From an optimization exercise on the open Yosys and OpenROAD flow, aimed at small area, a short achievable clock period and few clock cycles per item; shortcuts taken in it are not production practice. No run shown here included a check of the RTL's function; only the layout flow was run. The clock cells of runs 2 to 5, 7 and 8 come from the design's own scripts or RTL, not from TritonCTS. The clock port is modelled as an ideal driver, which makes a skipped or thinned clock tree look cheaper than it is; a real chip needs a root buffer or a tree. Power is estimated from default activity; no workload was simulated.

<file path="flow/flow/run.sh">
#!/bin/bash
set -euo pipefail
bash standard.sh SETUP_SLACK_MARGIN=7.3 BUFFER_PORTS_ARGS="-buffer_cell sky130_fd_sc_hd__buf_1" finish > standard.log 2>&1
</file>
<file path="flow/standard.sh">
#!/bin/bash
# synth_recipe.tcl (not shown) runs the flow's synth.tcl, then flattens the netlist and writes it again
# the make line also repeats each setting of config.mk as NAME=value (left out here)
make -C /OpenROAD-flow-scripts/flow DESIGN_CONFIG=/design/flow/config.mk WORK_HOME=/design/flow/orfs CLKGATE_MAP_FILE= SYNTH_SCRIPT=/design/flow/synth_recipe.tcl "${@:-finish}"
</file>
<file path="flow/config.mk">
export PLATFORM = sky130hd
export DESIGN_NAME = automaton
export DESIGN_NICKNAME = automaton
export VERILOG_FILES = /design/flow/design.v
export SDC_FILE = /design/flow/constraint.sdc
export NUM_CORES = 8
export LEC_CHECK = 0
export ABC_AREA = 1
export CAP_MARGIN = 20
export CORE_MARGIN = 2
export CORE_UTILIZATION = 40
export GPL_ROUTABILITY_DRIVEN = 1
export GPL_TIMING_DRIVEN = 1
export PLACE_DENSITY = 0.5
export SLEW_MARGIN = 20
</file>
<file path="flow/constraint.sdc">
create_clock -name core_clock -period 10.0 [get_ports {clk}]
set_input_delay 2.0000 -clock core_clock [delete_from_list [all_inputs] [get_ports {clk}]]
set_output_delay 2.0000 -clock core_clock [all_outputs]
set_load 0.01 [all_outputs]
</file>
<file path="flow/design.v">
`timescale 1ns / 1ps
module automaton(
    input               clk,
    input               rst,
    input      [31:0]   rule,
    output reg [5:0]    row,
    output reg [5:0]    col,
    output reg          world_we,
    input               world_in,
    output reg          world_out,
    output reg          update_done);
    reg [127:0] sr;         
    reg         c0, c1;     
    reg         we_d;       
    reg         first;      
    reg         d1, d2;     
    wire        is_read = ~world_we;
    wire mN = (row == 6'd1);                
    wire mS = (row == 6'd0);                
    wire mW = (col == 6'd0);
    wire mE = (col == 6'd63);
    wire supp = first & mS;                 
    wire bN = sr[127] & ~mN;
    wire bW = sr[64]  & ~mW;
    wire bC = sr[63];
    wire bE = sr[62]  & ~mE;
    wire r0 = rule[{bN, bW, bC, bE, 1'b0}];
    wire r1 = rule[{bN, bW, bC, bE, 1'b1}];
    wire ch      = sr[0] ? c1 : c0;
    wire do_wr   = ~we_d & ch;
    wire [11:0] cur = {row, col};
    reg  [11:0] k;
    always @* begin
        if (is_read)
            k = do_wr ? -12'd65 : 12'd1;
        else if (~we_d)
            k = do_wr ? 12'd1 : 12'd66;
        else
            k = 12'd65;
    end
    wire [11:0] nxt = cur + k;
    always @(posedge clk) begin
        if (is_read)
            sr <= {sr[126:0], world_in};
        c0 <= ~supp & (r0 ^ bC);
        c1 <= ~supp & ((mS ? r0 : r1) ^ bC);
        world_out <= ~sr[64];
        if (rst) begin
            row <= 6'd0;
            col <= 6'd0;
            world_we <= 1'b0;
            we_d <= 1'b1;
            first <= 1'b1;
            d1 <= 1'b0;
            d2 <= 1'b0;
            update_done <= 1'b0;
        end else begin
            {row, col} <= nxt;
            world_we <= do_wr;
            we_d <= world_we;
            first <= first & mS;
            d1 <= is_read & ~first & (cur == 12'd63);
            d2 <= d1;
            update_done <= d2;
        end
    end
endmodule
</file>
==> flow_summary.toml, run 1 <==
[synthesis]
synth.distinct_cells = 32
synthCells = 356
ys_ff_latch = 149
avgSynthCellArea_sq_um = 15.1
syn-num-nets = 403
syn_area_sq_um = 5390
seq_area_frac_synth_pct = 79.1
yosysWarningCount = 1

[power_and_ir_drop]
p_seq_share_pct = 56.4
p_switching_mw = 0.569
power_density_nw_per_um2 = 322
clockPowerShare_pct = 25.4
internal-power_mw = 1.53
p_sw_share_pct = 27.0
pwr-share-comb_pct = 18.2
irDropWorstVdd_mv = 0.145
p_leak_nw = 2.56

[timing]
hold_ws_ns = 0.394
fmax_ghz = 0.349
finalSetupViolCount = 0
rsz0062_at_grt = "true"
tightest_slew_ns = 0.836
fin_setup_tns_ns = 0
post-route-period-util_pct = 28.7
fin_crit_ns = 2.87
hold_viol = 0
timing.final.ws_setup_ns = 7.13
drv_slew = 0
finClkSkew_ns = 0.00517
relSlewSlack_pct = 44.2

[finish]
final_cell_mix = "edfxtp_1 (128), nand3_1 (44), nand2_1 (38)"
n_antenna_cell = 0
stdcell_area_sq_um = 6530
area_growth_syn_to_layout_pct = 21.2
drive_gt1_share_pct = 20.0
fillers = 1124
layout_commonest_cell = "edfxtp_1"
final_nets = 481

[setup_path]
worstPathRequired_ns = 8.00
critical_path.top_delay_family = "flip-flops"
ff2ff_path_depth = 19
worst_r2r_endpoint = "row[3]$_SDFF_PP0_"
slowest_delay_ns = 0.35
worst-path-buf-inv = 1
endpoint = "row[2]"
worstSetupStartpoint = "row[2]$_SDFF_PP0_"
worst-path-max-fanout = 3
crit_chain = "buf_6"
worstPathArrival_ns = 0.87
slowest_stage = "dfxtp_4"
worstReg2RegStart = "sr[0]$_DFFE_PN_"
critPathLaunchType = "flop"
r2r_setup_slack_ns = 7.51
cp_num_cells = 1
endpoint_kind = "output port"
path_class = "flop to output port"

[floorplanning]
die_area_sq_um = 14400
die_h_um = 120
num_rows = 42
ios = 50
floorplan.initialDensity_pct = 40.9
die_w_um = 120
core_sq_um = 13200

[detailed_routing]
firstDrtPassIters = 4
vias = 2979
wl_met2_um = 3500
m1WireLength_um = 4420
top_layer = "met4"
drt_wl_total_um = 8570
dr_wl_met3_um = 526
drcViolationCount = 0
drtIter0Drc = 181
avgRoutedWirePerCell_um = 13.8
avgViaCountPerCell = 4.79
final_antenna_net_count = 0

[place]
hpwl_um = 4780
io_buffers = 49
postPlaceCellArea_sq_um = 5760
post-place-ws_ns = 6.92
place.gp.congestion = 0.777

[clocking]
clk_pin_slew_ns = 0.06
clk_path_buf_depth = 2
clkLatencyLatePin_ns = 0.40
tritoncts = "built"
cts_sinks = 149
numCtsBuffers = 17
cts_max_level = 4
cts-root-buf = "clkbuf_16"

[global_routing]
grt_pass1_vias = 2701
grt_first_pass_wirelength_um = 13600
overflow = 0
grt_use_total_pct = 12.5
grt_max_degree = 97
antenna_found_initial = 0

[run_status]
status = "timing/DRC/antenna clean"

[flow_run]
max-cap-violations = 0

[worst_hold_path]
hold_class = "flop to flop"
-- worst min path at each step --
stage                                  end  cells past startpoint         startpoint
floorplan                    d2$_SDFF_PP0_                      2      d1$_SDFF_PP0_
CTS                 update_done$_SDFF_PP0_                      2      d2$_SDFF_PP0_
finish              update_done$_SDFF_PP0_                      2      d2$_SDFF_PP0_
global route        update_done$_SDFF_PP0_                      2      d2$_SDFF_PP0_
global placement         sr[123]$_DFFE_PN_                      0  sr[122]$_DFFE_PN_
detailed placement  update_done$_SDFF_PP0_                      2      d2$_SDFF_PP0_
-- through the flow --
step	util (%)	total power, mW	instances
2_1_floorplan	-	1.40	356
3_3_place_gp	43.6	1.50	576
5_1_grt	49.5	2.23	622
6_report	49.5	2.10	622
4_1_cts	49.0	2.12	619
3_5_place_dp	43.6	1.50	576
-- power groups by stage --
stage | clock (mW) | sequential [mW] | combinational [mW]
after CTS | 0.553 | 1.19 | 0.373
after global routing | 0.576 | 1.22 | 0.429
after detailed placement | 0 | 1.19 | 0.313
after floorplan | 0 | 1.14 | 0.257
final | 0.535 | 1.19 | 0.383
after global placement | 0 | 1.19 | 0.310
-- area by class of cell --
| type | count | area, sq um | share of cell area, % |
|---|---|---|---|
| multi-input combinational | 174 | 991 | 15.2 |
| clock inverter | 13 | 68.8 | 1.05 |
| clock buffer | 18 | 429 | 6.57 |
| timing repair inverter | 1 | 5.00 | 0.0766 |
| sequential | 149 | 4290 | 65.6 |
| inverter | 27 | 105 | 1.61 |
| timing repair buffer | 64 | 425 | 6.51 |
| tap | 176 | 220 | 3.37 |
-- layer usage --
layer,track usage (%),vias up
met5,0,-
met3,5.18,12
met2,16.1,87
li1,-,1460
met1,18.1,1420
met4,5.59,0
-- cell usage after synthesis, drive strengths merged --
library cell | number | area (sq um)
o2111ai | 1 | 8.76
buf | 5 | 45.0
nand3 | 47 | 250
nor2 | 22 | 85.1
xor2 | 2 | 17.5
or2 | 1 | 6.26
nor4 | 2 | 12.5
o41ai | 1 | 8.76
o21bai | 1 | 7.51
o31ai | 1 | 7.51
o21ai | 12 | 60.1
inv | 27 | 101
ha | 11 | 138
nor3 | 2 | 10.0
dfxtp | 21 | 420
a31oi | 2 | 12.5
clkbuf | 1 | 13.8
edfxtp | 128 | 3840
nand2 | 43 | 184
a21oi | 21 | 109
o21a | 1 | 7.51
fa | 1 | 20.0
nand4 | 1 | 6.26
a21o | 2 | 15.0
-- logic make-up after synthesis --
logic type	count (synthesis)	synth area share, %
buffers and inverters	33	2.97
adder cells (fa/ha/maj)	12	2.92
XOR/XNOR	2	0.325
flip-flops	149	79.1
AO/OA/AOI/OAI	42	4.39
AND/OR/NAND/NOR	118	10.3
-- repair_timing --
item                       CTS  global route
pin swaps                    0             1
gates resized for setup     42            10
cloned                       0             1
setup buffers               12             2
hold buffers                 0             0
setup endpoints to repair   19            20
-- sequential cells by signal (all words and copies together), names as in the netlist --
register     count
c0               1
c1               1
col              6
d1               1
d2               1
first            1
row              6
sr             128
update_done      1
we_d             1
world_out        1
world_we         1
==> run 2: changes to the inputs <==
==> flow/flow/run.sh (replaced) <==
#!/bin/bash
set -euo pipefail
bash standard.sh SETUP_SLACK_MARGIN=7.3 BUFFER_PORTS_ARGS="-buffer_cell sky130_fd_sc_hd__buf_1" PRE_CTS_TCL=$(pwd)/flow/own_cts.tcl OWN_CTS_NBUF=4 OWN_CTS_BUF=sky130_fd_sc_hd__clkbuf_16 finish > standard.log 2>&1
==> flow/flow/own_cts.tcl (new file) <==
set nbuf 4
if {[info exists ::env(OWN_CTS_NBUF)]} { set nbuf $::env(OWN_CTS_NBUF) }
set bufcell sky130_fd_sc_hd__clkbuf_16
if {[info exists ::env(OWN_CTS_BUF)]} { set bufcell $::env(OWN_CTS_BUF) }

set db [ord::get_db]
set block [ord::get_db_block]
set master [$db findMaster $bufcell]
set clknet [$block findNet clk]

set sinks {}
foreach it [$clknet getITerms] {
  set inst [$it getInst]
  set bb [$inst getBBox]
  set x [expr {([$bb xMin] + [$bb xMax]) / 2}]
  set y [expr {([$bb yMin] + [$bb yMax]) / 2}]
  lappend sinks [list $x $y $it]
}
puts "own_cts: [llength $sinks] clock sinks, $nbuf buffers of $bufcell"

proc own_cts_split {pts n axis} {
  if {$n <= 1} { return [list $pts] }
  set pts [lsort -integer -index $axis $pts]
  set half [expr {[llength $pts] / 2}]
  set a [lrange $pts 0 [expr {$half - 1}]]
  set b [lrange $pts $half end]
  set na [expr {$n / 2}]
  set nb [expr {$n - $na}]
  set next [expr {1 - $axis}]
  return [concat [own_cts_split $a $na $next] [own_cts_split $b $nb $next]]
}

# first cut along the longer side of the sinks' bounding box
set xs [lsort -integer [lmap p $sinks {lindex $p 0}]]
set ys [lsort -integer [lmap p $sinks {lindex $p 1}]]
set axis [expr {([lindex $xs end] - [lindex $xs 0]) >= ([lindex $ys end] - [lindex $ys 0]) ? 0 : 1}]
set groups [own_cts_split $sinks $nbuf $axis]

set i 0
foreach g $groups {
  set sx 0; set sy 0
  foreach p $g { incr sx [lindex $p 0]; incr sy [lindex $p 1] }
  set cx [expr {$sx / [llength $g]}]
  set cy [expr {$sy / [llength $g]}]
  set inst [odb::dbInst_create $block $master "clkbuf_own_$i"]
  set net [odb::dbNet_create $block "clknet_own_$i"]
  $net setSigType CLOCK
  [$inst findITerm A] connect $clknet
  [$inst findITerm X] connect $net
  foreach p $g {
    set it [lindex $p 2]
    $it disconnect
    $it connect $net
  }
  $inst setLocation $cx $cy
  $inst setPlacementStatus PLACED
  puts "own_cts: buffer $i at ($cx, $cy) drives [llength $g] sinks"
  incr i
}

rename clock_tree_synthesis tritoncts_unused
proc clock_tree_synthesis {args} {
  puts "own_cts: clock tree built by own_cts.tcl, TritonCTS skipped"
  set_propagated_clock [all_clocks]
}
--- a/flow/config.mk
+++ b/flow/config.mk
@@ -8,8 +8,8 @@
 export ABC_AREA = 1
 export CAP_MARGIN = 20
 export CORE_MARGIN = 2
-export CORE_UTILIZATION = 40
+export CORE_UTILIZATION = 50
 export GPL_ROUTABILITY_DRIVEN = 1
 export GPL_TIMING_DRIVEN = 1
-export PLACE_DENSITY = 0.5
+export PLACE_DENSITY = 0.6
 export SLEW_MARGIN = 20
==> flow_summary.toml, run 2 <==
[worst_hold_path]
hold_class = "flop to flop"
whs_path_depth = 2
hp-start = "d2$_SDFF_PP0_"
holdPathEnd = "update_done$_SDFF_PP0_"

[power_and_ir_drop]
irDropWorstVdd_mv = 0.129
p_switching_mw = 0.482
p_leak_nw = 2.35
internal-power_mw = 1.28
p_seq_share_pct = 66.9
pwr-share-comb_pct = 21.1
p_sw_share_pct = 27.4
clockPowerShare_pct = 11.9
power_density_nw_per_um2 = 293

[setup_path]
worstPathRequired_ns = 10.09
worst-path-max-fanout = 2
worst-path-buf-inv = 1
r2r_setup_slack_ns = 7.50
cp_common_cell = "nand3_1"
slowest_delay_ns = 0.13
worstReg2RegStart = "sr[0]$_DFFE_PN_"
slowest_stage = "nand3_1"
path_class = "input pin to flop"
crit_chain = "buf_1, nand3_1, nand3_1, nand3_1, nand3_1, nand2_1, nand2_1, nand3_2, nand2_1, nor2_1"
worst_r2r_endpoint = "row[3]$_SDFF_PP0_"
ff2ff_path_depth = 19
worstPathArrival_ns = 2.80
endpoint_kind = "flop"
critPathLaunchType = "input pin"
critical_path.top_delay_family = "simple AND/OR/NAND/NOR gates"

[synthesis]
synthCells = 356
ys_ff_latch = 149
synth_top_area_share_pct = 71.3
synth_top_family_by_area = "simple AND/OR/NAND/NOR gates"
synth_xor_area_share_pct = 0.325
synth_edf_count = 128
yosys.area.top_type = "edfxtp_1"
synth_commonest_cells = "edfxtp_1 (128), nand3_1 (44), nand2_1 (38)"
yosysMostFrequentCell = "edfxtp_1"
synth_ff_type = "edfxtp_1"
synth_mux_area_share_pct = 0
yosysWarningCount = 1
synth-simple-area-share_pct = 10.3
seq_area_frac_synth_pct = 79.1
synth.distinct_cells = 32
avgSynthCellArea_sq_um = 15.1
synth.area.top_cells = "edfxtp_1 (71%), dfxtp_1 (7.8%), nand3_1 (4.1%), nand2_1 (2.6%), ha_1 (2.6%)"
syn_area_sq_um = 5390
async_flop_share_pct = 0
syn-num-nets = 403
synth_fa_ha_area_share_pct = 2.92
synth-compound-area-share_pct = 4.39

[global_routing]
grt_use_total_pct = 13.5
antenna_found_initial = 0
grt_max_degree = 72
grt_first_pass_wirelength_um = 12800
overflow = 0
grt_pass1_vias = 2629

[finish]
largest_reg_flops = 128
final_cell_mix = "edfxtp_1 (128), nand3_1 (42), nand2_1 (37)"
top_register = "sr"
largestRegisters = "sr x128, col x6, row x6"
layout_commonest_cell = "edfxtp_1"
n_antenna_cell = 0
final_util_pct = 57.7
final_nets = 467
area_growth_syn_to_layout_pct = 11.6
drive_gt1_share_pct = 16.7

[detailed_routing]
avgRoutedWirePerCell_um = 14.7
drcViolationCount = 0
firstDrtPassIters = 4
drt_wl_total_um = 8170
drtIter0Drc = 356
avgViaCountPerCell = 5.17
vias = 2864
final_antenna_net_count = 0

[floorplanning]
die_w_um = 108
die_h_um = 108
num_rows = 37
floorplan.initialDensity_pct = 51.7
die_area_sq_um = 11600
ios = 50
core_sq_um = 10400

[timing]
tightest_slew_ns = 0.824
drv_slew = 0
hold_viol = 0
rsz0062_at_grt = "true"
fin_crit_ns = 2.71
relSlewSlack_pct = 45.1
finalSetupViolCount = 0
finClkSkew_ns = 0.0170
fmax_ghz = 0.369
fin_setup_tns_ns = 0
post-route-period-util_pct = 27.1

[place]
hpwl_um = 4930
io_buffers = 49
place.gp.congestion = 0.858

[clocking]
clkLatencyLatePin_ns = 0.18
hold_buffers = 0
clk_pin_slew_ns = 0.12

[flow_run]
max-cap-violations = 0

[run_status]
status = "timing/DRC/antenna clean"
run 2: power by group through the flow:
stage / clock, mW / combinational [mW] / sequential, mW
after global placement: 0 / 0.306 / 1.19
after floorplan: 0 / 0.257 / 1.14
after CTS: 0.220 / 0.351 / 1.18
after global routing: 0.239 / 0.419 / 1.21
after detailed placement: 0 / 0.315 / 1.19
final: 0.210 / 0.372 / 1.18
run 2: repair_timing:
action | 4_1_cts | 5_1_grt
gates cloned | 0 | 0
setup endpoints to repair | 23 | 17
resized for setup | 26 | 24
pin swaps | 5 | 8
buffers inserted | 9 | 4
run 2: layer usage:
layer,up-vias,wire (um),track usage (%)
met5,-,0,0
met4,0,158,2.38
met3,10,339,1.15
met2,69,3470,20.2
met1,1372,4210,22.0
li1,1413,-,-
run 2: area by class of cell:
type	instances	area [sq um]
multi-input cells	174	1010
repair buffers	64	344
plain buffers	4	100
fillers	866	4400
well taps	136	170
flip-flops and latches	149	4280
inverters	27	108
run 2: kinds of logic after synthesis:
group / Yosys count
fa+ha+maj: 12
buf+inv: 33
xor+xnor: 2
compound gates: 42
simple gates: 118
flops: 149
run 2: worst min-delay path, cell delays in order (launching register included):
cell,delay [ns]
dfxtp_1,0.32
inv_1,0.04
nor2_1,0.03
run 2: worst max-delay path by stage:
| stage | from | endpoint | cells after the start |
|---|---|---|---|
| 2_1_floorplan | world_we$_SDFF_PP0_ | row[5]$_SDFF_PP0_ | 10 |
| 3_3_place_gp | sr[0]$_DFFE_PN_ | row[3]$_SDFF_PP0_ | 20 |
| 3_5_place_dp | sr[0]$_DFFE_PN_ | row[3]$_SDFF_PP0_ | 20 |
| 4_1_cts | rule[18] | c1$_DFF_P_ | 10 |
| 5_1_grt | rule[6] | c1$_DFF_P_ | 10 |
| 6_report | rule[19] | c1$_DFF_P_ | 10 |
run 2: per-stage QoR:
| stage | power [mW] | hold slack, ns | cell area, sq um | setup WS (ns) | cells |
|---|---|---|---|---|---|
| after floorplan | 1.40 | 0.388 | 5400 | 6.60 | 356 |
| after global placement | 1.50 | 0.399 | 5710 | 7.02 | 537 |
| after detailed placement | 1.50 | 0.397 | 5710 | 6.87 | 537 |
| after CTS | 1.75 | 0.416 | 5920 | 7.29 | 550 |
| after global routing | 1.87 | 0.437 | 6010 | 7.20 | 554 |
| final | 1.76 | 0.414 | 6010 | 7.29 | 554 |
==> run 3: changes to the inputs <==
==> flow/flow/run.sh (replaced) <==
#!/bin/bash
set -euo pipefail
bash standard.sh SETUP_SLACK_MARGIN=7.3 BUFFER_PORTS_ARGS="-buffer_cell sky130_fd_sc_hd__buf_1" PRE_CTS_TCL=$(pwd)/flow/own_cts.tcl OWN_CTS_BUF=sky130_fd_sc_hd__clkbuf_16 finish > standard.log 2>&1
==> flow/flow/own_cts.tcl (replaced) <==
# Own clock tree, sourced as PRE_CTS_TCL. The clock port drives OWN_CTS_NBUF
# (4) clock buffers directly, and each buffer drives the clock pins of one
# group of flip-flops. The groups come from two cuts of the placed flip-flops:
# one across the longer or the shorter side, then one across each half. The
# cut positions are searched so that the group with the largest estimated
# load (pin capacitance plus the wire of a minimum spanning tree) is as light
# as it can be. Every flip-flop is one buffer away from the clock port.
# TritonCTS is then skipped; the rest of the CTS step (legalisation,
# repair_timing) runs as usual.
set bufcell sky130_fd_sc_hd__clkbuf_16
if {[info exists ::env(OWN_CTS_BUF)]} { set bufcell $::env(OWN_CTS_BUF) }

set db [ord::get_db]
set block [ord::get_db_block]
set master [$db findMaster $bufcell]
set clknet [$block findNet clk]
set dbu [$block getDbUnitsPerMicron]

set sinks {}
foreach it [$clknet getITerms] {
  set inst [$it getInst]
  set bb [$inst getBBox]
  set x [expr {([$bb xMin] + [$bb xMax]) / 2.0 / $dbu}]
  set y [expr {([$bb yMin] + [$bb yMax]) / 2.0 / $dbu}]
  lappend sinks [list $x $y $it]
}
puts "own_cts: [llength $sinks] clock sinks"

# estimated load of a group in fF: 1.8 fF per clock pin, 0.12 fF per um of
# the minimum spanning tree over the pins (Prim)
proc own_cts_cost {pts} {
  set n [llength $pts]
  if {$n == 0} { return 0 }
  set xs [lmap p $pts {lindex $p 0}]
  set ys [lmap p $pts {lindex $p 1}]
  set in [lrepeat $n 0]
  set d [lrepeat $n 1e18]
  lset d 0 0
  set tot 0.0
  for {set k 0} {$k < $n} {incr k} {
    set best -1; set bd 1e18
    for {set i 0} {$i < $n} {incr i} {
      if {![lindex $in $i] && [lindex $d $i] < $bd} { set bd [lindex $d $i]; set best $i }
    }
    lset in $best 1
    set tot [expr {$tot + $bd}]
    set bx [lindex $xs $best]; set by [lindex $ys $best]
    for {set i 0} {$i < $n} {incr i} {
      if {![lindex $in $i]} {
        set dd [expr {abs([lindex $xs $i] - $bx) + abs([lindex $ys $i] - $by)}]
        if {$dd < [lindex $d $i]} { lset d $i $dd }
      }
    }
  }
  return [expr {1.8 * $n + 0.12 * $tot}]
}

proc own_cts_cut {pts axis f} {
  set pts [lsort -real -index $axis $pts]
  set k [expr {int(round([llength $pts] * $f))}]
  return [list [lrange $pts 0 [expr {$k - 1}]] [lrange $pts $k end]]
}

set fracs {0.38 0.40 0.42 0.44 0.46 0.48 0.50 0.52 0.54 0.56 0.58 0.60 0.62}
set best {}
set bestcost 1e18
foreach axis {0 1} {
  foreach f1 $fracs {
    set halves [own_cts_cut $sinks $axis $f1]
    set sub {}
    set worst 0
    foreach h $halves {
      set hb {}; set hc 1e18
      foreach f2 $fracs {
        set q [own_cts_cut $h [expr {1 - $axis}] $f2]
        set c [expr {max([own_cts_cost [lindex $q 0]], [own_cts_cost [lindex $q 1]])}]
        if {$c < $hc} { set hc $c; set hb $q }
      }
      lappend sub {*}$hb
      set worst [expr {max($worst, $hc)}]
    }
    if {$worst < $bestcost} { set bestcost $worst; set best $sub }
  }
}
puts "own_cts: worst estimated group load [format %.1f $bestcost] fF"

set i 0
foreach g $best {
  set sx 0.0; set sy 0.0
  foreach p $g { set sx [expr {$sx + [lindex $p 0]}]; set sy [expr {$sy + [lindex $p 1]}] }
  set cx [expr {int($sx / [llength $g] * $dbu)}]
  set cy [expr {int($sy / [llength $g] * $dbu)}]
  set inst [odb::dbInst_create $block $master "clkbuf_own_$i"]
  set net [odb::dbNet_create $block "clknet_own_$i"]
  $net setSigType CLOCK
  [$inst findITerm A] connect $clknet
  [$inst findITerm X] connect $net
  foreach p $g {
    set it [lindex $p 2]
    $it disconnect
    $it connect $net
  }
  $inst setLocation $cx $cy
  $inst setPlacementStatus PLACED
  puts "own_cts: buffer $i at ($cx, $cy) drives [llength $g] sinks, estimated [format %.1f [own_cts_cost $g]] fF"
  incr i
}

rename clock_tree_synthesis tritoncts_unused
proc clock_tree_synthesis {args} {
  puts "own_cts: clock tree built by own_cts.tcl, TritonCTS skipped"
  set_propagated_clock [all_clocks]
}
--- a/flow/config.mk
+++ b/flow/config.mk
@@ -8,8 +8,8 @@
 export ABC_AREA = 1
 export CAP_MARGIN = 20
 export CORE_MARGIN = 2
-export CORE_UTILIZATION = 50
+export CORE_UTILIZATION = 60
 export GPL_ROUTABILITY_DRIVEN = 1
 export GPL_TIMING_DRIVEN = 1
-export PLACE_DENSITY = 0.6
+export PLACE_DENSITY = 0.65
 export SLEW_MARGIN = 20
==> flow_summary.toml, run 3 <==
[run_status]
status = "timing/DRC/antenna clean"

[finish]
stdcell_area_sq_um = 5980
largest_reg_flops = 128
final_cell_mix = "edfxtp_1 (128), nand3_1 (43), nand2_1 (37)"
fillers = 618
final_nets = 471
area_growth_syn_to_layout_pct = 10.9
drive_gt1_share_pct = 17.5
n_antenna_cell = 0
largestRegisters = "sr x128, col x6, row x6"
layout_commonest_cell = "edfxtp_1"
stdcell_count = 530
top_register = "sr"

[power_and_ir_drop]
power_density_nw_per_um2 = 294
p_switching_mw = 0.479
pwr-share-comb_pct = 21.1
irDropWorstVdd_mv = 0.207
power_mw = 1.76
p_sw_share_pct = 27.2
p_leak_nw = 2.36
clockPowerShare_pct = 11.8
p_seq_share_pct = 67.1
internal-power_mw = 1.28

[synthesis]
synth.distinct_cells = 32
synth_commonest_cells = "edfxtp_1 (128), nand3_1 (44), nand2_1 (38)"
synth_top_area_share_pct = 71.3
synthCells = 356
yosysMostFrequentCell = "edfxtp_1"
async_flop_share_pct = 0
avgSynthCellArea_sq_um = 15.1
ys_ff_latch = 149
syn-num-nets = 403
yosys.area.top_type = "edfxtp_1"
yosysWarningCount = 1
synth_ff_type = "edfxtp_1"
synth_edf_count = 128
syn_area_sq_um = 5390
synth.area.top_cells = "edfxtp_1 (71%), dfxtp_1 (7.8%), nand3_1 (4.1%), nand2_1 (2.6%), ha_1 (2.6%)"
seq_area_frac_synth_pct = 79.1

[setup_path]
ff2ff_path_depth = 20
slowest_delay_ns = 0.38
worst-path-buf-inv = 1
path_class = "flop to output port"
cp_num_cells = 1
critPathLaunchType = "flop"
slowest_stage = "dfxtp_2"
endpoint_kind = "output port"
crit_chain = "buf_2"
critical_path.top_delay_family = "flip-flops"
worst-path-max-fanout = 4
worstPathRequired_ns = 8.00
worstPathArrival_ns = 0.70

[place]
post-place-ws_ns = 6.88
dp_cells = 508
place.gp.congestion = 0.810
io_buffers = 49
postPlaceCellArea_sq_um = 5670
hpwl_um = 4710

[detailed_routing]
drt_wl_total_um = 8010
drcViolationCount = 0
avgRoutedWirePerCell_um = 15.1
vias = 2842
drtIter0Drc = 136
firstDrtPassIters = 5
final_antenna_net_count = 0
avgViaCountPerCell = 5.36

[floorplanning]
die_h_um = 98.8
die_area_sq_um = 9760
die_w_um = 98.8
core_sq_um = 8720
floorplan.initialDensity_pct = 61.8
num_rows = 34
ios = 50

[global_routing]
antenna_found_initial = 0
overflow = 0
gr-usage-met1_pct = 24.8
grt_first_pass_wirelength_um = 12200
met3_usage_pct = 1.42
grt.busiest_layer = "met1"
grtUsageMet2_pct = 23.3
grt_use_total_pct = 15.1
grt_max_degree = 88
grt_pass1_vias = 2532

[worst_hold_path]
whs_path_depth = 2
hold_class = "flop to flop"

[timing]
hold_viol = 0
rsz0062_at_grt = "true"
fmax_ghz = 0.370
finalSetupViolCount = 0
drv_slew = 0
relSlewSlack_pct = 32.8
fin_setup_tns_ns = 0
fin_crit_ns = 2.70
timing.final.ws_setup_ns = 7.30
finClkSkew_ns = 0.00773
tightest_slew_ns = 1.01
post-route-period-util_pct = 27.0

[clocking]
clkLatencyLatePin_ns = 0.18
clk_pin_slew_ns = 0.12

[flow_run]
max-cap-violations = 0
run 3: cell counts after synthesis:
No cell type changed its count.
run 3: timing repair:
item                                    4_1_cts  5_1_grt
pin swaps                                     1       11
endpoints found under the setup margin       21       18
resized for setup                            26       17
hold buffers                                  0        0
buffers inserted                              7       10
cloned                                        0        1
hold endpoints to repair                      0        0
run 3: metal layers:
layer  wire length, um  vias up  part of all wire [%]
li1                  -     1419                     -
met4                93        0                   1.2
met2              3300       87                    41
met5                 0        -                     0
met3               452        9                   5.6
met1              4160     1327                    52
run 3: layout make-up:
cell class / count / area, sq um / share of cell area [%]
Sequential cell: 149 / 4290 / 71.7
Multi-Input combinational cell: 174 / 1010 / 16.9
Timing Repair Buffer: 67 / 337 / 5.63
Tap cell: 108 / 135 / 2.26
Inverter: 27 / 108 / 1.80
Buffer: 4 / 100 / 1.67
Timing Repair inverter: 1 / 5.00 / 0.0837
run 3: metrics by stage:
step / utilization, % / hold WS, ns
after floorplan: - / 0.388
after global placement: 65.0 / 0.391
after detailed placement: 65.0 / 0.399
after CTS: 67.2 / 0.417
after global routing: 68.6 / 0.440
final: 68.6 / 0.413
run 3: worst paths after layout:
path	startpoint	end	slack [ns]
worst max-delay path	col[0]$_SDFF_PP0_	col[0]	7.30
worst min-delay path	d2$_SDFF_PP0_	update_done$_SDFF_PP0_	0.41
worst max register to register	sr[0]$_DFFE_PN_	row[3]$_SDFF_PP0_	7.49
worst min register to register	d2$_SDFF_PP0_	update_done$_SDFF_PP0_	0.41
run 3: power by group through the flow:
stage	Clock, mW	Sequential (mW)	Combinational, mW
floorplan	0	1.14	0.257
global placement	0	1.19	0.308
CTS	0.215	1.19	0.331
finish	0.208	1.18	0.371
detailed placement	0	1.19	0.311
global route	0.232	1.21	0.418
run 3: kinds of logic after synthesis:
family          synth area share (%)
compound gates                  4.39
buf+inv                         2.97
simple gates                    10.3
fa+ha+maj                       2.92
flops                           79.1
xor+xnor                       0.325
==> run 4: changes to the inputs <==
--- a/flow/config.mk
+++ b/flow/config.mk
@@ -8,8 +8,8 @@
 export ABC_AREA = 1
 export CAP_MARGIN = 20
 export CORE_MARGIN = 2
-export CORE_UTILIZATION = 60
+export CORE_UTILIZATION = 50
 export GPL_ROUTABILITY_DRIVEN = 1
 export GPL_TIMING_DRIVEN = 1
-export PLACE_DENSITY = 0.65
+export PLACE_DENSITY = 0.6
 export SLEW_MARGIN = 20
==> flow_summary.toml, run 4 <==
[floorplanning]
die_w_um = 108
floorplan.initialDensity_pct = 51.7
die_h_um = 108
core_sq_um = 10400
num_rows = 37
ios = 50
die_area_sq_um = 11600

[synthesis]
synth.distinct_cells = 32
synthCells = 356
async_flop_share_pct = 0
synth_top_area_share_pct = 71.3
yosysMostFrequentCell = "edfxtp_1"
syn-num-nets = 403
synth_ff_type = "edfxtp_1"
seq_area_frac_synth_pct = 79.1
synth_edf_count = 128
synth_commonest_cells = "edfxtp_1 (128), nand3_1 (44), nand2_1 (38)"
synth.area.top_cells = "edfxtp_1 (71%), dfxtp_1 (7.8%), nand3_1 (4.1%), nand2_1 (2.6%), ha_1 (2.6%)"
yosys.area.top_type = "edfxtp_1"
avgSynthCellArea_sq_um = 15.1
yosysWarningCount = 1
ys_ff_latch = 149
syn_area_sq_um = 5390

[finish]
final_nets = 468
fillers = 865
final_cell_mix = "edfxtp_1 (128), nand3_1 (40), nand2_1 (36)"
top_register = "sr"
stdcell_area_sq_um = 6040
largest_reg_flops = 128
largestRegisters = "sr x128, col x6, row x6"
layout_commonest_cell = "edfxtp_1"
area_growth_syn_to_layout_pct = 12.0
seqCellArea_sq_um = 4280
n_antenna_cell = 0
multi_input_area_sq_um = 1030
drive_gt1_share_pct = 18.1

[setup_path]
worstPathArrival_ns = 2.81
worst-path-max-fanout = 2
r2r_setup_slack_ns = 7.51
worstPathRequired_ns = 10.09
critPathLaunchType = "input pin"
endpoint_kind = "flop"
path_class = "input pin to flop"

[global_routing]
overflow = 0
grt_pass1_vias = 2652
grt_first_pass_wirelength_um = 12800
antenna_found_initial = 0
grt_max_degree = 72
grt_use_total_pct = 13.5

[timing]
finalSetupViolCount = 0
drv_slew = 0
post-route-period-util_pct = 27.2
fmax_ghz = 0.367
fin_crit_ns = 2.72
hold_viol = 0
relSlewSlack_pct = 44.7
fin_setup_tns_ns = 0
rsz0062_at_grt = "true"
finClkSkew_ns = 0.00961
tightest_slew_ns = 0.829

[place]
hpwl_um = 4930
place.gp.congestion = 0.858
io_buffers = 49
postPlaceCellArea_sq_um = 5710

[run_status]
status = "timing/DRC/antenna clean"

[detailed_routing]
final_antenna_net_count = 0
drcViolationCount = 0
firstDrtPassIters = 4
vias = 2865
drt_wl_total_um = 8220
drtIter0Drc = 349
avgRoutedWirePerCell_um = 14.8
avgViaCountPerCell = 5.16

[power_and_ir_drop]
power_density_nw_per_um2 = 294
irDropWorstVdd_mv = 0.124
power_mw = 1.78
p_leak_nw = 2.36

[worst_hold_path]
hold_class = "flop to flop"

[flow_run]
max-cap-violations = 0

[clocking]
clkLatencyLatePin_ns = 0.18
clk_pin_slew_ns = 0.12
-- run 4: cell counts after synthesis --
Identical to the previous run, type by type.
-- run 4: layout make-up --
type,count,area share [%]
plain buffers,4,1.66
inverters,27,1.78
multi-input cells,174,17.1
flip-flops and latches,149,70.9
well taps,136,2.82
repair buffers,65,5.72
-- run 4: kinds of logic (layout without fill, tap and decap cells) --
| kind of cell | count (synthesis) | after routing | share of synthesized area (%) |
|---|---|---|---|
| fa+ha+maj | 12 | 12 | 2.92 |
| simple gates | 118 | 118 | 10.3 |
| buf+inv | 33 | 96 | 2.97 |
| xor+xnor | 2 | 2 | 0.325 |
| flops | 149 | 149 | 79.1 |
| compound gates | 42 | 42 | 4.39 |
-- run 4: worst paths after layout --
| check | cells past startpoint | start | end |
|---|---|---|---|
| setup / recovery | 10 | rule[19] | c1$_DFF_P_ |
| hold / removal | 2 | d2$_SDFF_PP0_ | update_done$_SDFF_PP0_ |
| setup reg to reg | 19 | sr[0]$_DFFE_PN_ | row[3]$_SDFF_PP0_ |
| hold reg to reg | 2 | d2$_SDFF_PP0_ | update_done$_SDFF_PP0_ |
-- run 4: critical path: stages --
cell and delay, ns:
buf_1 0.08, nand3_1 0.09, nand3_1 0.13, nand3_1 0.08, nand3_1 0.08, nand2_1 0.07
nand2_2 0.08, nand3_2 0.07, nand2_1 0.08, nor2_1 0.04
-- run 4: report_power, final --
group / internal, mW / leakage, nW / total, mW / switching (mW)
combinational: 0.145 / 0.796 / 0.384 / 0.239
sequential: 1.06 / 1.52 / 1.18 / 0.117
clock: 0.0752 / 0.0493 / 0.212 / 0.137
-- run 4: metrics by stage --
step / util [%] / hold WS (ns) / std cells / setup slack [ns]
2_1_floorplan: - / 0.388 / 356 / 6.60
3_3_place_gp: 54.8 / 0.399 / 537 / 7.02
6_report: 58.0 / 0.414 / 555 / 7.28
4_1_cts: 56.8 / 0.416 / 548 / 7.29
5_1_grt: 58.0 / 0.436 / 555 / 7.21
3_5_place_dp: 54.8 / 0.397 / 537 / 6.87
-- run 4: metal layers --
layer	part of all wire, %	track usage, %
met1	51	22.2
met2	42	20.0
met3	3.9	0.726
met4	2.4	3.02
met5	0	0
-- run 4: timing repair --
| item | 4_1_cts | 5_1_grt |
|---|---|---|
| hold buffers | 0 | 0 |
| resized for setup | 30 | 23 |
| buffers inserted | 7 | 7 |
| endpoints found under the hold margin | 0 | 0 |
| endpoints found under the setup margin | 23 | 19 |
| pin swaps | 11 | 4 |
==> run 5: changes to the inputs <==
--- a/flow/config.mk
+++ b/flow/config.mk
@@ -8,8 +8,8 @@
 export ABC_AREA = 1
 export CAP_MARGIN = 20
 export CORE_MARGIN = 2
-export CORE_UTILIZATION = 50
+export CORE_UTILIZATION = 40
 export GPL_ROUTABILITY_DRIVEN = 1
 export GPL_TIMING_DRIVEN = 1
-export PLACE_DENSITY = 0.6
+export PLACE_DENSITY = 0.5
 export SLEW_MARGIN = 20
==> flow_summary.toml, run 5 <==
[run_status]
status = "timing/DRC/antenna clean"

[power_and_ir_drop]
pwr-share-comb_pct = 20.7
p_seq_share_pct = 67.1
power_density_nw_per_um2 = 290
p_leak_nw = 2.34
irDropWorstVdd_mv = 0.112
p_sw_share_pct = 27.2
clockPowerShare_pct = 12.2
p_switching_mw = 0.478
internal-power_mw = 1.28

[timing]
finClkSkew_ns = 0.0112
fin_setup_tns_ns = 0
rsz0062_at_grt = "true"
tightest_slew_ns = 0.839
relSlewSlack_pct = 44.0
drv_slew = 0
fmax_ghz = 0.369
post-route-period-util_pct = 27.1
finalSetupViolCount = 0
fin_crit_ns = 2.71
hold_viol = 0

[synthesis]
synth_edf_count = 128
synth.area.top_cells = "edfxtp_1 (71%), dfxtp_1 (7.8%), nand3_1 (4.1%), nand2_1 (2.6%), ha_1 (2.6%)"
synthCells = 356
async_flop_share_pct = 0
yosys.area.top_type = "edfxtp_1"
yosysMostFrequentCell = "edfxtp_1"
syn_area_sq_um = 5390
avgSynthCellArea_sq_um = 15.1
seq_area_frac_synth_pct = 79.1
synth_commonest_cells = "edfxtp_1 (128), nand3_1 (44), nand2_1 (38)"
ys_ff_latch = 149
synth.distinct_cells = 32
syn-num-nets = 403
synth_ff_type = "edfxtp_1"
yosysWarningCount = 1
synth_top_area_share_pct = 71.3

[finish]
top_register = "sr"
n_antenna_cell = 0
area_growth_syn_to_layout_pct = 12.5
largestRegisters = "sr x128, col x6, row x6"
fillers = 1159
stdcell_count = 593
layout_commonest_cell = "edfxtp_1"
final_cell_mix = "edfxtp_1 (128), nand3_1 (44), nand2_1 (38)"
final_nets = 466
largest_reg_flops = 128
drive_gt1_share_pct = 15.3
multi_input_area_sq_um = 995
seqCellArea_sq_um = 4280

[detailed_routing]
final_antenna_net_count = 0
avgRoutedWirePerCell_um = 13.8
avgViaCountPerCell = 4.77
drt_wl_total_um = 8200
drcViolationCount = 0
firstDrtPassIters = 6
vias = 2826
drtIter0Drc = 152

[setup_path]
path_class = "input pin to flop"
cp_common_cell = "nand3_1"
crit_chain = "buf_1, nand3_1, nand3_1, nand3_1, nand3_1, nand2_2, nand2_1, nand3_1, nand2_1, nor2_1"
endpoint_kind = "flop"
slowest_delay_ns = 0.12
worstPathRequired_ns = 10.09
worst-path-max-fanout = 2
critPathLaunchType = "input pin"
worstPathArrival_ns = 2.80
slowest_stage = "nand3_1"

[flow_run]
max-cap-violations = 0

[floorplanning]
die_w_um = 120
die_h_um = 120
floorplan.initialDensity_pct = 40.9
die_area_sq_um = 14400
core_sq_um = 13200
ios = 50
num_rows = 42

[global_routing]
grt_first_pass_wirelength_um = 12700
grt_use_total_pct = 10.5
grt_max_degree = 97
overflow = 0
antenna_found_initial = 0
grt_pass1_vias = 2524

[clocking]
clk_pin_slew_ns = 0.12
hold_buffers = 0
clkLatencyLatePin_ns = 0.18

[place]
dp_cells = 576
io_buffers = 49
hpwl_um = 4780
place.gp.congestion = 0.777

[worst_hold_path]
hold_class = "flop to flop"
## run 5: power groups by stage
stage	sequential, mW	clock [mW]	combinational [mW]
3_5_place_dp	1.19	0	0.313
2_1_floorplan	1.14	0	0.257
5_1_grt	1.21	0.242	0.408
6_report	1.18	0.214	0.363
3_3_place_gp	1.19	0	0.310
4_1_cts	1.18	0.226	0.335
## run 5: final timing paths
path / start / to / slack [ns] / cells after the start
setup reg to reg: sr[0]$_DFFE_PN_ / row[3]$_SDFF_PP0_ / 7.50 / 19
setup / recovery: rule[6] / c1$_DFF_P_ / 7.29 / 10
hold reg to reg: d2$_SDFF_PP0_ / update_done$_SDFF_PP0_ / 0.41 / 2
hold / removal: d2$_SDFF_PP0_ / update_done$_SDFF_PP0_ / 0.41 / 2
## run 5: logic make-up (layout without fill, tap and decap cells)
group	count (synthesis)	count (layout)	share of synthesized area, %
compound gates	42	42	4.39
simple gates	118	118	10.3
xor+xnor	2	2	0.325
buf+inv	33	94	2.97
fa+ha+maj	12	12	2.92
flops	149	149	79.1
## run 5: per-layer routing
layer	up-vias	global-route usage (%)	part of all wire, %
li1	1410	-	-
met1	1348	17.1	54
met2	60	15.7	40
met3	8	0.856	4.3
met4	0	1.32	1.4
met5	-	0	0
## run 5: worst max-delay path: cells and delay by family
kind,cells,cell delay (ns)
simple gates,9,0.72
buf+inv,1,0.08
## run 5: final cells by class
type	instances	area share, %
plain buffers	4	1.65
multi-input cells	174	16.4
repair buffers	62	5.84
flip-flops and latches	149	70.6
inverters	27	1.77
repair inverters	1	0.0825
well taps	176	3.63
## run 5: what timing repair did
item / 4_1_cts / 5_1_grt
resized for setup: 26 / 16
pin swaps: 2 / 2
setup buffers: 5 / 7
gates cloned: 0 / 1
setup endpoints to repair: 21 / 20
## run 5: metrics by stage
stage | util (%) | hold slack (ns) | instance area, sq um | power (mW) | setup WS [ns]
after global placement | 43.6 | 0.402 | 5760 | 1.50 | 7.00
final | 46.0 | 0.411 | 6060 | 1.76 | 7.29
after floorplan | - | 0.388 | 5400 | 1.40 | 6.60
after CTS | 45.0 | 0.413 | 5930 | 1.74 | 7.26
after detailed placement | 43.6 | 0.396 | 5760 | 1.50 | 6.92
after global routing | 46.0 | 0.418 | 6060 | 1.87 | 7.20
==> run 6: changes to the inputs <==
==> flow/flow/run.sh (replaced) <==
#!/bin/bash
set -euo pipefail
bash standard.sh SETUP_SLACK_MARGIN=7.4 BUFFER_PORTS_ARGS="-buffer_cell sky130_fd_sc_hd__buf_1" PRE_CTS_TCL=$(pwd)/flow/own_cts.tcl OWN_CTS_INV1=sky130_fd_sc_hd__inv_16 OWN_CTS_INV2=sky130_fd_sc_hd__inv_16 finish > standard.log 2>&1
--- a/flow/flow/own_cts.tcl
+++ b/flow/flow/own_cts.tcl
@@ -1,6 +1,8 @@
-# Own clock tree, sourced as PRE_CTS_TCL. The clock port drives OWN_CTS_NBUF
-# (4) clock buffers directly, and each buffer drives the clock pins of one
-# group of flip-flops. The groups come from two cuts of the placed flip-flops:
+# Own clock tree, sourced as PRE_CTS_TCL. The clock port drives 4 clock
+# buffers directly, and each buffer drives the clock pins of one group of
+# flip-flops. With OWN_CTS_INV1 and OWN_CTS_INV2 set, each buffer is instead a
+# pair of inverters: the port drives the first, the first drives only the
+# second, and the second drives the group. The groups come from two cuts of the placed flip-flops:
 # one across the longer or the shorter side, then one across each half. The
 # cut positions are searched so that the group with the largest estimated
 # load (pin capacitance plus the wire of a minimum spanning tree) is as light
@@ -13,6 +15,11 @@
 set db [ord::get_db]
 set block [ord::get_db_block]
 set master [$db findMaster $bufcell]
+set inv1 ""
+if {[info exists ::env(OWN_CTS_INV1)] && [info exists ::env(OWN_CTS_INV2)]} {
+  set inv1 [$db findMaster $::env(OWN_CTS_INV1)]
+  set inv2 [$db findMaster $::env(OWN_CTS_INV2)]
+}
 set clknet [$block findNet clk]
 set dbu [$block getDbUnitsPerMicron]
 
@@ -90,18 +97,35 @@
   foreach p $g { set sx [expr {$sx + [lindex $p 0]}]; set sy [expr {$sy + [lindex $p 1]}] }
   set cx [expr {int($sx / [llength $g] * $dbu)}]
   set cy [expr {int($sy / [llength $g] * $dbu)}]
-  set inst [odb::dbInst_create $block $master "clkbuf_own_$i"]
   set net [odb::dbNet_create $block "clknet_own_$i"]
   $net setSigType CLOCK
-  [$inst findITerm A] connect $clknet
-  [$inst findITerm X] connect $net
+  if {$inv1 eq ""} {
+    set inst [odb::dbInst_create $block $master "clkbuf_own_$i"]
+    [$inst findITerm A] connect $clknet
+    [$inst findITerm X] connect $net
+    set placed [list $inst]
+  } else {
+    set a [odb::dbInst_create $block $inv1 "clkinv_own_a$i"]
+    set b [odb::dbInst_create $block $inv2 "clkinv_own_b$i"]
+    set mid [odb::dbNet_create $block "clknet_own_m$i"]
+    $mid setSigType CLOCK
+    [$a findITerm A] connect $clknet
+    [$a findITerm Y] connect $mid
+    [$b findITerm A] connect $mid
+    [$b findITerm Y] connect $net
+    set placed [list $b $a]
+  }
   foreach p $g {
     set it [lindex $p 2]
     $it disconnect
     $it connect $net
   }
-  $inst setLocation $cx $cy
-  $inst setPlacementStatus PLACED
+  set dx 0
+  foreach inst $placed {
+    $inst setLocation [expr {$cx + $dx}] $cy
+    $inst setPlacementStatus PLACED
+    set dx [expr {$dx + [[$inst getMaster] getWidth]}]
+  }
   puts "own_cts: buffer $i at ($cx, $cy) drives [llength $g] sinks, estimated [format %.1f [own_cts_cost $g]] fF"
   incr i
 }
--- a/flow/config.mk
+++ b/flow/config.mk
@@ -8,8 +8,8 @@
 export ABC_AREA = 1
 export CAP_MARGIN = 20
 export CORE_MARGIN = 2
-export CORE_UTILIZATION = 40
+export CORE_UTILIZATION = 60
 export GPL_ROUTABILITY_DRIVEN = 1
 export GPL_TIMING_DRIVEN = 1
-export PLACE_DENSITY = 0.5
+export PLACE_DENSITY = 0.65
 export SLEW_MARGIN = 20
==> flow_summary.toml, run 6 <==
[floorplanning]
die_w_um = 98.8
ios = 50
die_h_um = 98.8
floorplan.initialDensity_pct = 61.8
num_rows = 34

[synthesis]
synth_edf_count = 128
syn_area_sq_um = 5390
ys_ff_latch = 149
synth.area.top_cells = "edfxtp_1 (71%), dfxtp_1 (7.8%), nand3_1 (4.1%), nand2_1 (2.6%), ha_1 (2.6%)"
synth.distinct_cells = 32
yosysMostFrequentCell = "edfxtp_1"
syn-num-nets = 403
async_flop_share_pct = 0
synth_commonest_cells = "edfxtp_1 (128), nand3_1 (44), nand2_1 (38)"
synthCells = 356
avgSynthCellArea_sq_um = 15.1
yosys.area.top_type = "edfxtp_1"
yosysWarningCount = 1
seq_area_frac_synth_pct = 79.1
synth_ff_type = "edfxtp_1"
synth_top_area_share_pct = 71.3

[run_status]
status = "did not finish"
stop_stage = "clock tree synthesis"
tool.error = "[ERROR DPL-0038] Utilization greater than 100%, impossible to legalize"

[place]
post-place-ws_ns = 6.86
dp_cells = 508
hpwl_um = 4760
io_buffers = 49
postPlaceCellArea_sq_um = 5720
place.gp.congestion = 0.859
[run 6: cell families after synthesis]
logic type | after synthesis | share of synthesized area (%)
xor gates and xnor gates | 2 | 0.325
buffers and inverters | 33 | 2.97
and+or+nand+nor | 118 | 10.3
AOI/OAI and AO/OA | 42 | 4.39
adders and majority gates | 12 | 2.92
DFF | 149 | 79.1
[run 6: per-stage QoR]
step | hold WS, ns | power, mW
after floorplan | 0.388 | 1.41
after global placement | 0.403 | 1.50
after detailed placement | 0.405 | 1.51
[run 6: how the worst min path moves through the flow]
stage	start	endpoint	slack (ns)	cells past startpoint
3_5_place_dp	sr[10]$_DFFE_PN_	sr[11]$_DFFE_PN_	0.40	0
2_1_floorplan	d1$_SDFF_PP0_	d2$_SDFF_PP0_	0.39	2
3_3_place_gp	sr[104]$_DFFE_PN_	sr[105]$_DFFE_PN_	0.40	0
[run 6: power by group through the flow]
stage          clock network (mW)  logic [mW]  registers (mW)
3_5_place_dp                    0       0.317            1.19
3_3_place_gp                    0       0.310            1.19
2_1_floorplan                   0       0.264            1.14
==> run 7: changes to the inputs <==
--- a/flow/config.mk
+++ b/flow/config.mk
@@ -8,8 +8,8 @@
 export ABC_AREA = 1
 export CAP_MARGIN = 20
 export CORE_MARGIN = 2
-export CORE_UTILIZATION = 60
+export CORE_UTILIZATION = 50
 export GPL_ROUTABILITY_DRIVEN = 1
 export GPL_TIMING_DRIVEN = 1
-export PLACE_DENSITY = 0.65
+export PLACE_DENSITY = 0.6
 export SLEW_MARGIN = 20
==> flow_summary.toml, run 7 <==
[power_and_ir_drop]
internal-power_mw = 2.84
p_sw_share_pct = 47.8
p_leak_nw = 3.99
pwr-share-comb_pct = 11.4
clockPowerShare_pct = 65.4
irDropWorstVdd_mv = 0.987
power_mw = 5.44
p_switching_mw = 2.60
power_density_nw_per_um2 = 571
p_seq_share_pct = 23.1

[synthesis]
synth_commonest_cells = "edfxtp_1 (128), nand3_1 (44), nand2_1 (38)"
seq_area_frac_synth_pct = 79.1
synth_ff_type = "edfxtp_1"
ys_ff_latch = 149
syn-num-nets = 403
yosysMostFrequentCell = "edfxtp_1"
yosysWarningCount = 1
synth_edf_count = 128
avgSynthCellArea_sq_um = 15.1
synth_top_area_share_pct = 71.3
synth.distinct_cells = 32
synth.area.top_cells = "edfxtp_1 (71%), dfxtp_1 (7.8%), nand3_1 (4.1%), nand2_1 (2.6%), ha_1 (2.6%)"
yosys.area.top_type = "edfxtp_1"
syn_area_sq_um = 5390
async_flop_share_pct = 0
synthCells = 356

[detailed_routing]
avgRoutedWirePerCell_um = 28.2
avgViaCountPerCell = 6.22
drt_wl_total_um = 20500
final_antenna_net_count = 0
vias = 4520
drtIter0Drc = 563
firstDrtPassIters = 7
drcViolationCount = 0

[timing]
rsz0062_at_grt = "true"
fmax_ghz = 0.319
drv_slew = 0
fin_crit_ns = 3.14
finClkSkew_ns = 0.202
tightest_slew_ns = 1.26
post-route-period-util_pct = 31.4
fin_setup_tns_ns = 0
finalSetupViolCount = 0
hold_viol = 0
relSlewSlack_pct = 15.9

[worst_hold_path]
hp-start = "sr[45]$_DFFE_PN_"
hold_class = "flop to flop"
holdPathEnd = "sr[46]$_DFFE_PN_"
whs_path_depth = 0

[finish]
top_register = "sr"
layout_commonest_cell = "inv_16"
final_nets = 639
final_util_pct = 91.4
largest_reg_flops = 128
largestRegisters = "sr x128, col x6, row x6"
drive_gt1_share_pct = 49.2
final_cell_mix = "inv_16 (153), edfxtp_1 (128), nand3_1 (34), buf_1 (34), buf_4 (33)"
area_growth_syn_to_layout_pct = 76.6

[setup_path]
ff2ff_path_depth = 19
worst-path-max-fanout = 3
critPathLaunchType = "flop"
path_class = "flop to flop"
worst_r2r_endpoint = "row[3]$_SDFF_PP0_"
endpoint_kind = "flop"
worstPathRequired_ns = 10.39
worstReg2RegStart = "sr[0]$_DFFE_PN_"
worstPathArrival_ns = 3.53
r2r_setup_slack_ns = 6.86

[global_routing]
grt_max_degree = 79
antenna_found_initial = 2
grt_pass1_vias = 4456
grt_first_pass_wirelength_um = 24500
grt_use_total_pct = 28.6
overflow = 0

[run_status]
status = "timing/DRC/antenna clean"

[floorplanning]
die_w_um = 108
die_h_um = 108
floorplan.initialDensity_pct = 51.7
core_sq_um = 10400
die_area_sq_um = 11600
ios = 50
num_rows = 37

[clocking]
clk_pin_slew_ns = 0.08
clkLatencyLatePin_ns = 0.58
hold_buffers = 0

[place]
hpwl_um = 4960
place.gp.congestion = 0.832
io_buffers = 49

[flow_run]
max-cap-violations = 0
==> run 7: worst max-delay path, stage by stage, from the launching register on <==
cell and delay (ns):
edfxtp_1 0.48, nand2_1 0.16, nand2_2 0.09, inv_2 0.10
nor2_4 0.06, inv_2 0.09, nor2_4 0.06, a21oi_4 0.15
inv_2 0.08, ha_4 0.28, a21oi_4 0.05, nor2_2 0.14
nor2_2 0.07, nor2_2 0.18, nor2_2 0.08, nor2_2 0.19
nor2_2 0.10, o21bai_1 0.27, o21ai_1 0.14, a21oi_1 0.22
==> run 7: power groups by stage <==
stage / combinational [mW] / clock, mW / sequential (mW)
global placement: 0.313 / 0 / 1.19
global route: 0.641 / 3.67 / 1.27
floorplan: 0.264 / 0 / 1.14
finish: 0.622 / 3.56 / 1.26
CTS: 0.428 / 3.56 / 1.23
detailed placement: 0.317 / 0 / 1.19
==> run 7: cells by family after synthesis <==
family	count (synthesis)	share of synthesized area, %
fa+ha+maj	12	2.92
buf+inv	33	2.97
compound gates	42	4.39
simple gates	118	10.3
flops	149	79.1
xor+xnor	2	0.325
==> run 7: layout make-up <==
cell class	count	area, sq um
Clock inverter	153	3060
Inverter	27	109
Timing Repair inverter	2	12.5
Fill cell	316	896
Sequential cell	149	4290
Multi-Input combinational cell	174	1290
Antenna cell	1	2.50
Timing Repair Buffer	85	576
Tap cell	136	170
==> run 7: worst max path at each step <==
| stage | startpoint | to | slack (ns) |
|---|---|---|---|
| CTS | row[1]$_SDFF_PP0_ | row[1] | 7.02 |
| detailed placement | sr[0]$_DFFE_PN_ | row[3]$_SDFF_PP0_ | 6.83 |
| global placement | sr[0]$_DFFE_PN_ | row[3]$_SDFF_PP0_ | 6.99 |
| floorplan | world_we$_SDFF_PP0_ | row[5]$_SDFF_PP0_ | 6.60 |
| global route | sr[0]$_DFFE_PN_ | row[3]$_SDFF_PP0_ | 6.87 |
| finish | sr[0]$_DFFE_PN_ | row[3]$_SDFF_PP0_ | 6.86 |
==> run 7: what timing repair did <==
item	in CTS	in global routing
gates cloned	1	1
gates resized for setup	59	62
pin swaps	3	27
setup buffers	18	17
endpoints found under the setup margin	25	26
==> run 7: metrics by stage <==
stage / cell area [sq um] / setup slack [ns] / hold slack (ns) / instances
after global routing: 9520 / 6.87 / 0.431 / 726
final: 9520 / 6.86 / 0.255 / 727
after CTS: 9130 / 7.02 / 0.396 / 708
after floorplan: 5450 / 6.60 / 0.388 / 356
after detailed placement: 5750 / 6.83 / 0.392 / 536
after global placement: 5750 / 6.99 / 0.394 / 536
==> run 7: metal layers <==
layer | part of all wire (%) | up-vias | global-route usage [%] | wire, um
met1 | 36 | 2152 | 33.5 | 7290
met2 | 48 | 411 | 47.4 | 9890
met4 | 7.1 | 2 | 14.0 | 1450
li1 | - | 1821 | - | -
met5 | 0.059 | - | 0 | 12
met3 | 8.9 | 134 | 9.44 | 1830
==> run 8: changes to the inputs <==
==> flow/flow/run.sh (replaced) <==
#!/bin/bash
set -euo pipefail
bash standard.sh SETUP_SLACK_MARGIN=7.4 BUFFER_PORTS_ARGS="-buffer_cell sky130_fd_sc_hd__buf_1" PRE_CTS_TCL=$(pwd)/flow/own_cts.tcl  finish > standard.log 2>&1
==> flow_summary.toml, run 8 <==
[floorplanning]
num_rows = 37
floorplan.initialDensity_pct = 51.7
die_w_um = 108
die_area_sq_um = 11600
ios = 50
die_h_um = 108
core_sq_um = 10400

[place]
hpwl_um = 4960
place.gp.congestion = 0.832
io_buffers = 49

[power_and_ir_drop]
pwr-share-comb_pct = 23.8
irDropWorstVdd_mv = 0.180
clockPowerShare_pct = 11.4
power_mw = 1.83
power_density_nw_per_um2 = 293
p_sw_share_pct = 28.0
internal-power_mw = 1.32
p_leak_nw = 2.44
p_switching_mw = 0.513
p_seq_share_pct = 64.8

[synthesis]
synth_top_family_by_area = "simple AND/OR/NAND/NOR gates"
synth_ff_type = "edfxtp_1"
seq_area_frac_synth_pct = 79.1
synth_fa_ha_area_share_pct = 2.92
synthCells = 356
synth_top_area_share_pct = 71.3
synth.area.top_cells = "edfxtp_1 (71%), dfxtp_1 (7.8%), nand3_1 (4.1%), nand2_1 (2.6%), ha_1 (2.6%)"
syn_area_sq_um = 5390
yosysMostFrequentCell = "edfxtp_1"
async_flop_share_pct = 0
synth-compound-area-share_pct = 4.39
avgSynthCellArea_sq_um = 15.1
synth-simple-area-share_pct = 10.3
yosysWarningCount = 1
synth_edf_count = 128
yosys.area.top_type = "edfxtp_1"
synth_xor_area_share_pct = 0.325
synth.distinct_cells = 32
synth_mux_area_share_pct = 0
ys_ff_latch = 149
synth_commonest_cells = "edfxtp_1 (128), nand3_1 (44), nand2_1 (38)"
syn-num-nets = 403

[global_routing]
grt_use_total_pct = 13.6
grt_max_degree = 79
antenna_found_initial = 1
grt_pass1_vias = 2565
overflow = 0
grt_first_pass_wirelength_um = 12700

[detailed_routing]
dr_wl_met3_um = 430
wl_met2_um = 3860
final_antenna_net_count = 0
vias = 2969
drt_wl_total_um = 8690
firstDrtPassIters = 4
top_layer = "met5"
avgViaCountPerCell = 5.27
m1WireLength_um = 4280
drtIter0Drc = 260
drcViolationCount = 0
avgRoutedWirePerCell_um = 15.4

[timing]
hold_viol = 0
post-route-period-util_pct = 27.6
finalSetupViolCount = 0
relSlewSlack_pct = 38.4
fmax_ghz = 0.363
drv_slew = 0
tightest_slew_ns = 0.924
fin_crit_ns = 2.76
finClkSkew_ns = 0.0105
rsz0062_at_grt = "true"
fin_setup_tns_ns = 0

[setup_path]
worstPathRequired_ns = 10.13
endpoint_kind = "flop"
critPathLaunchType = "input pin"
slowest_delay_ns = 0.11
slowest_stage = "nand3_2"
worst-path-max-fanout = 2
crit_chain = "buf_1, nand3_1, nand3_2, nand3_2, nand3_2, nand2_2, nand2_2, nand3_2, nand2_2, nor2_2"
r2r_setup_slack_ns = 7.45
cp_common_cell = "nand3_2"
path_class = "input pin to flop"
worstPathArrival_ns = 2.89

[finish]
largest_reg_flops = 128
drive_gt1_share_pct = 24.1
final_cell_mix = "edfxtp_1 (128), nand2_1 (33), buf_1 (33)"
multi_input_area_sq_um = 1110
layout_commonest_cell = "edfxtp_1"
seqCellArea_sq_um = 4290
area_growth_syn_to_layout_pct = 16.1
final_nets = 476
largestRegisters = "sr x128, col x6, row x6"
top_register = "sr"
fillers = 798
n_antenna_cell = 0

[flow_run]
max-cap-violations = 0

[worst_hold_path]
hold_class = "flop to flop"

[clocking]
hold_buffers = 0
clk_pin_slew_ns = 0.12
clkLatencyLatePin_ns = 0.18

[run_status]
status = "timing/DRC/antenna clean"
run 8: power groups by stage:
stage	Sequential [mW]	Clock (mW)	Combinational, mW
6_report	1.19	0.208	0.436
5_1_grt	1.22	0.234	0.480
4_1_cts	1.19	0.218	0.390
3_5_place_dp	1.19	0	0.317
3_3_place_gp	1.19	0	0.313
2_1_floorplan	1.14	0	0.264
run 8: worst paths after layout:
path,from,end,cells past startpoint
setup / recovery,rule[14],c1$_DFF_P_,10
hold / removal,d2$_SDFF_PP0_,update_done$_SDFF_PP0_,2
setup reg to reg,sr[0]$_DFFE_PN_,row[3]$_SDFF_PP0_,20
hold reg to reg,d2$_SDFF_PP0_,update_done$_SDFF_PP0_,2
run 8: worst max-delay path: cells and delay by family:
family,cells,cell delay [ns]
and+or+nand+nor,9,0.81
buffers and inverters,1,0.08
run 8: cell families after synthesis:
group,Yosys count
buffers and inverters,33
AND/OR/NAND/NOR,118
XOR/XNOR,2
adder cells (fa/ha/maj),12
AO/OA/AOI/OAI,42
flip-flops,149
run 8: what timing repair did:
| item | in CTS | in global routing |
|---|---|---|
| endpoints found under the setup margin | 28 | 25 |
| setup buffers | 16 | 5 |
| gates cloned | 1 | 1 |
| hold endpoints to repair | 0 | 0 |
| pin swaps | 4 | 15 |
| gates resized for setup | 50 | 24 |
run 8: through the flow:
stage	std cells	hold slack, ns	setup slack, ns	cell area, sq um	util [%]
after CTS	557	0.410	7.30	6140	58.9
after detailed placement	536	0.392	6.83	5750	55.2
after global routing	563	0.420	7.19	6260	60.1
final	563	0.408	7.24	6260	60.1
after floorplan	356	0.388	6.60	5450	-
after global placement	536	0.394	6.99	5750	55.2
run 8: cell type report:
class / instances / area share (%)
plain buffers: 4 / 1.60
repair inverters: 2 / 0.200
multi-input cells: 174 / 17.7
well taps: 136 / 2.72
repair buffers: 71 / 7.56
inverters: 27 / 1.68
flip-flops and latches: 149 / 68.6
run 8: routing by layer:
metal	GRT usage, %	up-vias
li1	-	1430
met1	21.2	1445
met2	21.2	80
met3	1.76	12
met4	1.65	2
met5	0	-

## separate check: timing with driven ports
Ports are ideal in the flow. The routed layouts listed here were re-timed in OpenROAD. Step 1 assumes that a clkbuf_16 drives the clock port and a buf_2 every other input. Step 2 adds t to the input delays and takes it off the output delays; t is the mean of the earliest and latest rising clock arrival at the registers after step 1. Input paths then give back, and output paths get back, about the clock's delay inside the block. Slacks: ideal ports / drivers / drivers and shift; pairs: ideal ports / drivers.
run	t (ns)	slack for setup (ns)	worst setup path after step 2	cell pins on the clock port's net
run 1	0.439	7.132 / 7.094 / 7.036	input to register	1
run 2	0.254	7.288 / 7.252 / 7.089	input to register	4
run 3	0.249	7.297 / 7.222 / 7.098	input to register	4
run 4	0.254	7.277 / 7.249 / 7.077	input to register	4
run 5	0.256	7.290 / 7.217 / 7.086	input to register	4
run 7	0.682	6.862 / 6.750 / 6.672	input to register	4
run 8	0.258	7.244 / 7.250 / 7.048	input to register	4
After both steps setup and hold are still met in every run listed. The setup slack of run 5, which loses most, moves by -0.073 ns with the drivers and by -0.204 ns with both steps.
